This is an optimization exercise on Yosys and OpenROAD, whose aim is small area, not a production implementation. The RTL was checked by simulation tests, not by an equivalence proof against the original design. No driver is modelled on the clock port, so clocking that relies on it looks cheaper here than on a real chip.

== run a ==
==> flow/design.v (excerpt) <==
module apb_convolver(
    input  logic                      HCLK,
    input  logic                      HRESETn,
    input  logic               [11:0] PADDR,
    input  logic               [31:0] PWDATA,
    input  logic                      PWRITE,
    input  logic                      PSEL,
    input  logic                      PENABLE,
    output logic               [31:0] PRDATA,
    output logic                      PREADY,
    output logic                      PSLVERR,
    output logic               [3:0]  irq_o,
    output logic                      mem_wen_n,
    output logic               [10:0] mem_addr,
    output logic               [31:0] mem_wdata,
    input  logic               [31:0] mem_rdata
    );
Size in the first run: ~1400 cells after synthesis, about 160 I/O pins, about 17000 µm² of cells after synthesis.
export LEC_CHECK = 0
export ABC_AREA = 1
export CAP_MARGIN = 20
export CORE_MARGIN = 2
export CORE_UTILIZATION = 40
export SLEW_MARGIN = 20
create_clock -name core_clock -period 10.0 [get_ports {HCLK}]
standard.sh (not shown) runs the stock make flow with config.mk's settings and CLKGATE_MAP_FILE= SYNTH_SCRIPT=/design/flow/synth_recipe.tcl, a recipe that flattens the netlist after the stock synthesis.
==> flow/flow/run.sh <==
#!/bin/bash
# Own layout flow, built on the standard ORFS flow (standard.sh):
#  1. the standard synthesis (standard.sh synth, synth_recipe.tcl), with only the ABC
#     mapping script replaced by flow/abc.script (area-oriented mapping); the registers are
#     mapped before ABC runs, so they are the standard synthesis's registers;
#  2. flow/polarity.py rewrites the synthesised netlist's inverters: full adders are
#     self-dual and many gates have a complementary cell, so it picks their polarities to
#     need fewer inverters (registers and the logic function are unchanged);
#  3. the standard floorplan and placement, with port buffers of sky130_fd_sc_hd__buf_1
#     (instead of clkdlybuf4s50_1);
#  5. the rest of the standard flow.
# Each tool's full output goes to a log file of its own in the work folder (flow_*.log);
# ORFS's per-step logs are under orfs/logs/.
set -euo pipefail
RES=orfs/results/${FLOW_PLATFORM}/apb_convolver/base
LIB=${FLOW_HOME}/platforms/${FLOW_PLATFORM}/lib/sky130_fd_sc_hd__tt_025C_1v80.lib
BP="BUFFER_PORTS_ARGS=-buffer_cell sky130_fd_sc_hd__buf_1"

# synthesis: the standard synthesis script, with only its ABC mapping script replaced
# by flow/abc.script (area-oriented mapping); registers are mapped before ABC runs, so they
# are the standard synthesis's registers.
sed "s#log_cmd abc {\*}\$abc_args#lset abc_args [expr {[lsearch \$abc_args -script] + 1}] $PWD/flow/abc.script\n  log_cmd abc {*}\$abc_args#" \
  ${FLOW_HOME}/scripts/synth.tcl > synth_own.tcl
sed "s#source \$::env(SCRIPTS_DIR)/synth.tcl#source $PWD/synth_own.tcl#" synth_recipe.tcl > synth_recipe_own.tcl
bash standard.sh "SYNTH_SCRIPT=$PWD/synth_recipe_own.tcl" synth > flow_synth.log 2>&1
cp ${RES}/1_2_yosys.v ${RES}/1_2_yosys.standard.v
python3 flow/polarity.py ${RES}/1_2_yosys.standard.v ${RES}/1_2_yosys.pol.v ${LIB} > flow_polarity.log 2>&1
cp ${RES}/1_2_yosys.pol.v ${RES}/1_2_yosys.v
rm -f ${RES}/1_synth.odb ${RES}/1_synth.sdc

bash standard.sh "$BP" place > flow_place.log 2>&1

BASE="-sink_clustering_enable -repair_clock_nets -dont_use_dummy_load"
TRIALS=(
  "-buf_list sky130_fd_sc_hd__clkbuf_4 -sink_clustering_size 8 -sink_clustering_max_diameter 80"
  "-buf_list sky130_fd_sc_hd__clkbuf_4 -sink_clustering_size 10 -sink_clustering_max_diameter 60"
  "-buf_list sky130_fd_sc_hd__clkbuf_4 -sink_clustering_size 8 -sink_clustering_max_diameter 60"
  "-buf_list sky130_fd_sc_hd__clkbuf_8 -sink_clustering_size 14 -sink_clustering_max_diameter 60"
  "-buf_list sky130_fd_sc_hd__clkbuf_4 -sink_clustering_size 10 -sink_clustering_max_diameter 35"
  "-buf_list sky130_fd_sc_hd__clkbuf_8 -sink_clustering_size 10 -sink_clustering_max_diameter 60"
)
best_args="$BASE -buf_list sky130_fd_sc_hd__clkbuf_4"
best_area=1e9
: > flow_cts_trials.log
for i in "${!TRIALS[@]}"; do
  args="$BASE ${TRIALS[$i]}"
  line=$(CTS_TRY_ARGS="$args" CTS_TRY_ODB=${RES}/3_place.odb CTS_TRY_SDC=${RES}/3_place.sdc \
         openroad -no_init -exit flow/cts_trial.tcl 2>&1 | tee -a flow_cts_trials.log | grep CTS_TRIAL || true)
  echo "trial $i: $args -> $line" >> flow_cts_trials.log
  area=$(echo "$line" | awk '{print $3}'); slew=$(echo "$line" | awk '{print $5}')
  if [[ -n "$area" && -n "$slew" ]] && awk -v s="$slew" -v a="$area" -v b="$best_area" 'BEGIN{exit !(s < 0.108 && a < b)}'; then
    best_area=$area; best_args="$args"
  fi
done
echo "chosen: $best_args (clock cells $best_area um2)" >> flow_cts_trials.log

bash standard.sh "$BP" "CTS_ARGS=$best_args" finish > flow_layout.log 2>&1
Other scripts of this flow, unchanged in this note and not shown: flow/flow/abc.script, flow/flow/cts_trial.tcl, flow/flow/polarity.py
Run a did not stop at any stage, and its layout met the timing, DRC and antenna checks.
Modified inputs, run b compared to run a
Settings: CORE_UTILIZATION: 40 -> 60.
[summary]
- Run b closes out successfully: all stages finished, all timing, DRC and antenna checks passed.
- Of the two candidates, run a has the worse setup slack at placement and run b the better one.
- Taking run b as 1.0, run a lands at 1.09 on routed wire length.
- Compared with run a, in run b global-route track usage on met3 now smaller; count of clock-net buffers in the final layout now smaller; area overhead of the layout relative to synthesis now smaller; wire length on met1 now smaller.
- Relative to run a, the met2 usage of run b is higher by 13 points.


apb_convolver, a different RTL version from the one above (not shown whole).
For scale: ~160 I/O pins.
Settings: LEC_CHECK=0, ABC_AREA=1, CAP_MARGIN=20, CORE_MARGIN=2, CORE_UTILIZATION=50, SLEW_MARGIN=20; clock period 10.0 ns.
Scripts as last shown in full above: flow/flow/run.sh
Other scripts of this flow, unchanged in this note and not shown: flow/flow/abc.script, flow/flow/cts_trial.tcl, flow/flow/polarity.py
The baseline completed without violations.
Edit:
--- a/flow/config.mk
+++ b/flow/config.mk
@@ -10,3 +10,3 @@
 export CORE_MARGIN = 2
-export CORE_UTILIZATION = 50
+export CORE_UTILIZATION = 60
 export SLEW_MARGIN = 20
After rerunning: The new run ran to the end with no violations; clock skew shrinks by 0.017 ns; area after synthesis stays the same; first-iteration DRC count rose by 10%; fmax is higher by 2.9%; setup slack gains 0.28 ns; clock-buffer cell count rose by 1; die area shrinks by 16%; final area goes down by 0.54%; non-clock buffer count is lower by 4; sequential cell count is unchanged; critical path depth goes down by 2.


Another version of the RTL of apb_convolver (not shown whole).
Size in the first run: ~160 I/O pins, about 18000 um2 of cells after synthesis.
==> flow/config.mk <==
export PLATFORM = sky130hd
export DESIGN_NAME = apb_convolver
export DESIGN_NICKNAME = apb_convolver
export VERILOG_FILES = /design/flow/design.v
export SDC_FILE = /design/flow/constraint.sdc
export NUM_CORES = 4
export LEC_CHECK = 0
export ABC_AREA = 1
export CAP_MARGIN = 20
export CORE_MARGIN = 2
export CORE_UTILIZATION = 60
export SLEW_MARGIN = 20
==> flow/constraint.sdc <==
create_clock -name core_clock -period 10.0 [get_ports {HCLK}]
set_input_delay 2.0000 -clock core_clock [delete_from_list [all_inputs] [get_ports {HCLK}]]
set_output_delay 2.0000 -clock core_clock [all_outputs]
set_load 0.01 [all_outputs]
==> flow/flow/run.sh <==
#!/bin/bash
# Own layout flow, built on the standard ORFS flow (standard.sh):
#  1. the standard synthesis, unchanged (standard.sh synth);
#  2. flow/polarity.py rewrites the synthesised netlist's inverters: full adders are
#     self-dual and many gates have a complementary cell, so it picks their polarities to
#     need fewer inverters (registers and the logic function are unchanged);
#  3. the standard floorplan and placement, with port buffers of sky130_fd_sc_hd__buf_1
#     (instead of clkdlybuf4s50_1);
#  5. the rest of the standard flow.
# Each tool's full output goes to a log file of its own in the work folder (flow_*.log);
# ORFS's per-step logs are under orfs/logs/.
set -euo pipefail
RES=orfs/results/${FLOW_PLATFORM}/apb_convolver/base
LIB=${FLOW_HOME}/platforms/${FLOW_PLATFORM}/lib/sky130_fd_sc_hd__tt_025C_1v80.lib
BP="BUFFER_PORTS_ARGS=-buffer_cell sky130_fd_sc_hd__buf_1"

# synthesis: the standard synthesis script, with only its ABC mapping script replaced
# by flow/abc.script (area-oriented mapping); registers are mapped before ABC runs, so they
# are the standard synthesis's registers.
sed "s#log_cmd abc {\*}\$abc_args#lset abc_args [expr {[lsearch \$abc_args -script] + 1}] $PWD/flow/abc.script\n  log_cmd abc {*}\$abc_args#" \
  ${FLOW_HOME}/scripts/synth.tcl > synth_own.tcl
sed "s#source \$::env(SCRIPTS_DIR)/synth.tcl#source $PWD/synth_own.tcl#" synth_recipe.tcl > synth_recipe_own.tcl
bash standard.sh "SYNTH_SCRIPT=$PWD/synth_recipe_own.tcl" synth > flow_synth.log 2>&1
cp ${RES}/1_2_yosys.v ${RES}/1_2_yosys.standard.v
python3 flow/polarity.py ${RES}/1_2_yosys.standard.v ${RES}/1_2_yosys.pol.v ${LIB} > flow_polarity.log 2>&1
cp ${RES}/1_2_yosys.pol.v ${RES}/1_2_yosys.v
rm -f ${RES}/1_synth.odb ${RES}/1_synth.sdc

bash standard.sh "$BP" place > flow_place.log 2>&1

BASE="-sink_clustering_enable -repair_clock_nets -dont_use_dummy_load"
TRIALS=(
  "-buf_list sky130_fd_sc_hd__clkbuf_4 -sink_clustering_size 8 -sink_clustering_max_diameter 80"
  "-buf_list sky130_fd_sc_hd__clkbuf_4 -sink_clustering_size 10 -sink_clustering_max_diameter 60"
  "-buf_list sky130_fd_sc_hd__clkbuf_4 -sink_clustering_size 8 -sink_clustering_max_diameter 60"
  "-buf_list sky130_fd_sc_hd__clkbuf_8 -sink_clustering_size 14 -sink_clustering_max_diameter 60"
  "-buf_list sky130_fd_sc_hd__clkbuf_4 -sink_clustering_size 10 -sink_clustering_max_diameter 35"
  "-buf_list sky130_fd_sc_hd__clkbuf_8 -sink_clustering_size 10 -sink_clustering_max_diameter 60"
)
best_args="$BASE -buf_list sky130_fd_sc_hd__clkbuf_4"
best_area=1e9
: > flow_cts_trials.log
for i in "${!TRIALS[@]}"; do
  args="$BASE ${TRIALS[$i]}"
  line=$(CTS_TRY_ARGS="$args" CTS_TRY_ODB=${RES}/3_place.odb CTS_TRY_SDC=${RES}/3_place.sdc \
         openroad -no_init -exit flow/cts_trial.tcl 2>&1 | tee -a flow_cts_trials.log | grep CTS_TRIAL || true)
  echo "trial $i: $args -> $line" >> flow_cts_trials.log
  area=$(echo "$line" | awk '{print $3}'); slew=$(echo "$line" | awk '{print $5}')
  if [[ -n "$area" && -n "$slew" ]] && awk -v s="$slew" -v a="$area" -v b="$best_area" 'BEGIN{exit !(s < 0.108 && a < b)}'; then
    best_area=$area; best_args="$args"
  fi
done
echo "chosen: $best_args (clock cells $best_area um2)" >> flow_cts_trials.log

bash standard.sh "$BP" "CTS_ARGS=$best_args" finish > flow_layout.log 2>&1
==> flow/flow/abc.script <==
strash
ifraig
dch -f
amap -m -F 4 -A 8
topo
Other scripts of this flow, unchanged in this note and not shown: flow/flow/cts_trial.tcl, flow/flow/polarity.py
The first run produced a clean layout.
==> next run, changes <==
--- a/flow/flow/run.sh
+++ b/flow/flow/run.sh
@@ -49 +49 @@
-  if [[ -n "$area" && -n "$slew" ]] && awk -v s="$slew" -v a="$area" -v b="$best_area" 'BEGIN{exit !(s < 0.108 && a < b)}'; then
+  if [[ -n "$area" && -n "$slew" ]] && awk -v s="$slew" -v a="$area" -v b="$best_area" 'BEGIN{exit !(s < 0.112 && a < b)}'; then
==> flow/flow/abc.script (replaced) <==
strash
dch -f
amap
topo
Settings changed: CORE_UTILIZATION 60 to 40.
=>
- The new run went through all stages and came out clean
- global-route usage went down by 10 points
- worst hold slack hardly moves
- register-to-register slack gets worse by 0.05 ns
- critical path depth rises by 1
- fmax decreases by 0.52%
- via count goes up by 0.88%
- clock-buffer cell count rises by 2
- non-clock buffer count fell by 3
- setup slack got worse by 0.050 ns
==> next run, changes <==
--- a/flow/flow/run.sh
+++ b/flow/flow/run.sh
@@ -3 +3,3 @@
-#  1. the standard synthesis, unchanged (standard.sh synth);
+#  1. the standard synthesis (standard.sh synth, synth_recipe.tcl), with only the ABC
+#     mapping script replaced by flow/abc.script (area-oriented mapping); the registers are
+#     mapped before ABC runs, so they are the standard synthesis's registers;
@@ -49 +51 @@
-  if [[ -n "$area" && -n "$slew" ]] && awk -v s="$slew" -v a="$area" -v b="$best_area" 'BEGIN{exit !(s < 0.112 && a < b)}'; then
+  if [[ -n "$area" && -n "$slew" ]] && awk -v s="$slew" -v a="$area" -v b="$best_area" 'BEGIN{exit !(s < 0.108 && a < b)}'; then
==> flow/flow/abc.script (replaced) <==
strash
ifraig
dch -f
amap -m -F 4 -A 8
topo
Settings changed: CORE_UTILIZATION 40 to 60.
Setup slack improves by 0.050 ns; wire length shrinks by about 9%; clock-buffer cell count decreases by 2.
==> next run, changes <==
--- a/flow/flow/run.sh
+++ b/flow/flow/run.sh
@@ -3,3 +3 @@
-#  1. the standard synthesis (standard.sh synth, synth_recipe.tcl), with only the ABC
-#     mapping script replaced by flow/abc.script (area-oriented mapping); the registers are
-#     mapped before ABC runs, so they are the standard synthesis's registers;
+#  1. the standard synthesis, unchanged (standard.sh synth);
@@ -51 +49 @@
-  if [[ -n "$area" && -n "$slew" ]] && awk -v s="$slew" -v a="$area" -v b="$best_area" 'BEGIN{exit !(s < 0.108 && a < b)}'; then
+  if [[ -n "$area" && -n "$slew" ]] && awk -v s="$slew" -v a="$area" -v b="$best_area" 'BEGIN{exit !(s < 0.112 && a < b)}'; then
==> flow/flow/abc.script (replaced) <==
strash
dch -f
amap
topo
Settings changed: CORE_UTILIZATION 60 to 40, GPL_TIMING_DRIVEN set to 0.
Outcome: Cell count rises by about 16%. Clock skew drops by 0.022 ns. Worst hold slack gains 0.0046 ns. Via count came out higher by 3.2%.
==> next run, changes <==
==> flow/flow/abc.script (replaced) <==
strash
ifraig
dch -f
amap -m -F 4 -A 8
topo
Settings changed: CORE_UTILIZATION 40 to 60.
=>
- The new run went through all stages and came out clean
- design area goes down by 3.5%
- clock skew grows by 0.023 ns
- area after synthesis fell by about 0.9%
- wire length decreases by about 9%
- critical path depth decreases by 4
==> next run, changes <==
==> flow/flow/abc.script (replaced) <==
strash
ifraig
dch -f
amap -m
topo
Settings changed: GPL_TIMING_DRIVEN 0 to unset.
Clock skew goes up by 0.021 ns. Design area climbs by 0.52%. Count of clock-buffer cells in the layout went up by 1. Critical path depth rises by 3.

[re-timing with driven ports]
No port has a modelled driver above. Below, the same layouts with a new extraction and two added sets of constraints. Step 1 (the two cells are an assumption about what drives the block):
set clk [get_ports {HCLK}]
set_driving_cell -lib_cell sky130_fd_sc_hd__clkbuf_16 $clk
set_driving_cell -lib_cell sky130_fd_sc_hd__buf_2 [delete_from_list [all_inputs] $clk]
Step 2, shift: input delay + t, output delay - t, t = (earliest + latest rising clock arrival at the registers) / 2. This alone moves slack from input paths to output paths. Three values: ideal ports, drivers, drivers and shift; two values: the first two.
run	t (ns)	slack for setup (ns)	worst setup path at the end
run a	0.793	0.496 / 0.496 / -0.101	input to register
run b	0.702	0.400 / 0.400 / -0.137	input to register
the first run of note 2	0.696	0.295 / 0.295 / -0.182	input to register
the second run of note 2	0.689	0.571 / 0.589 / -0.099	input to register
the first run of note 3	0.695	0.446 / 0.446 / -0.145	input to register
the second run of note 3	0.787	0.396 / 0.396 / -0.005	input to register
the third run of note 3	0.695	0.446 / 0.446 / -0.145	input to register
the fourth run of note 3	0.784	0.204 / 0.204 / -0.421	input to register
the fifth run of note 3	0.716	0.208 / 0.236 / -0.480	input to register
the sixth run of note 3	0.736	0.482 / 0.482 / -0.001	input to register
Met with ideal ports but missed after step 2: setup timing in every run listed. For the fifth run of note 3, which loses most, drivers alone change the setup slack by +0.028 ns; drivers and shift together by -0.688 ns.
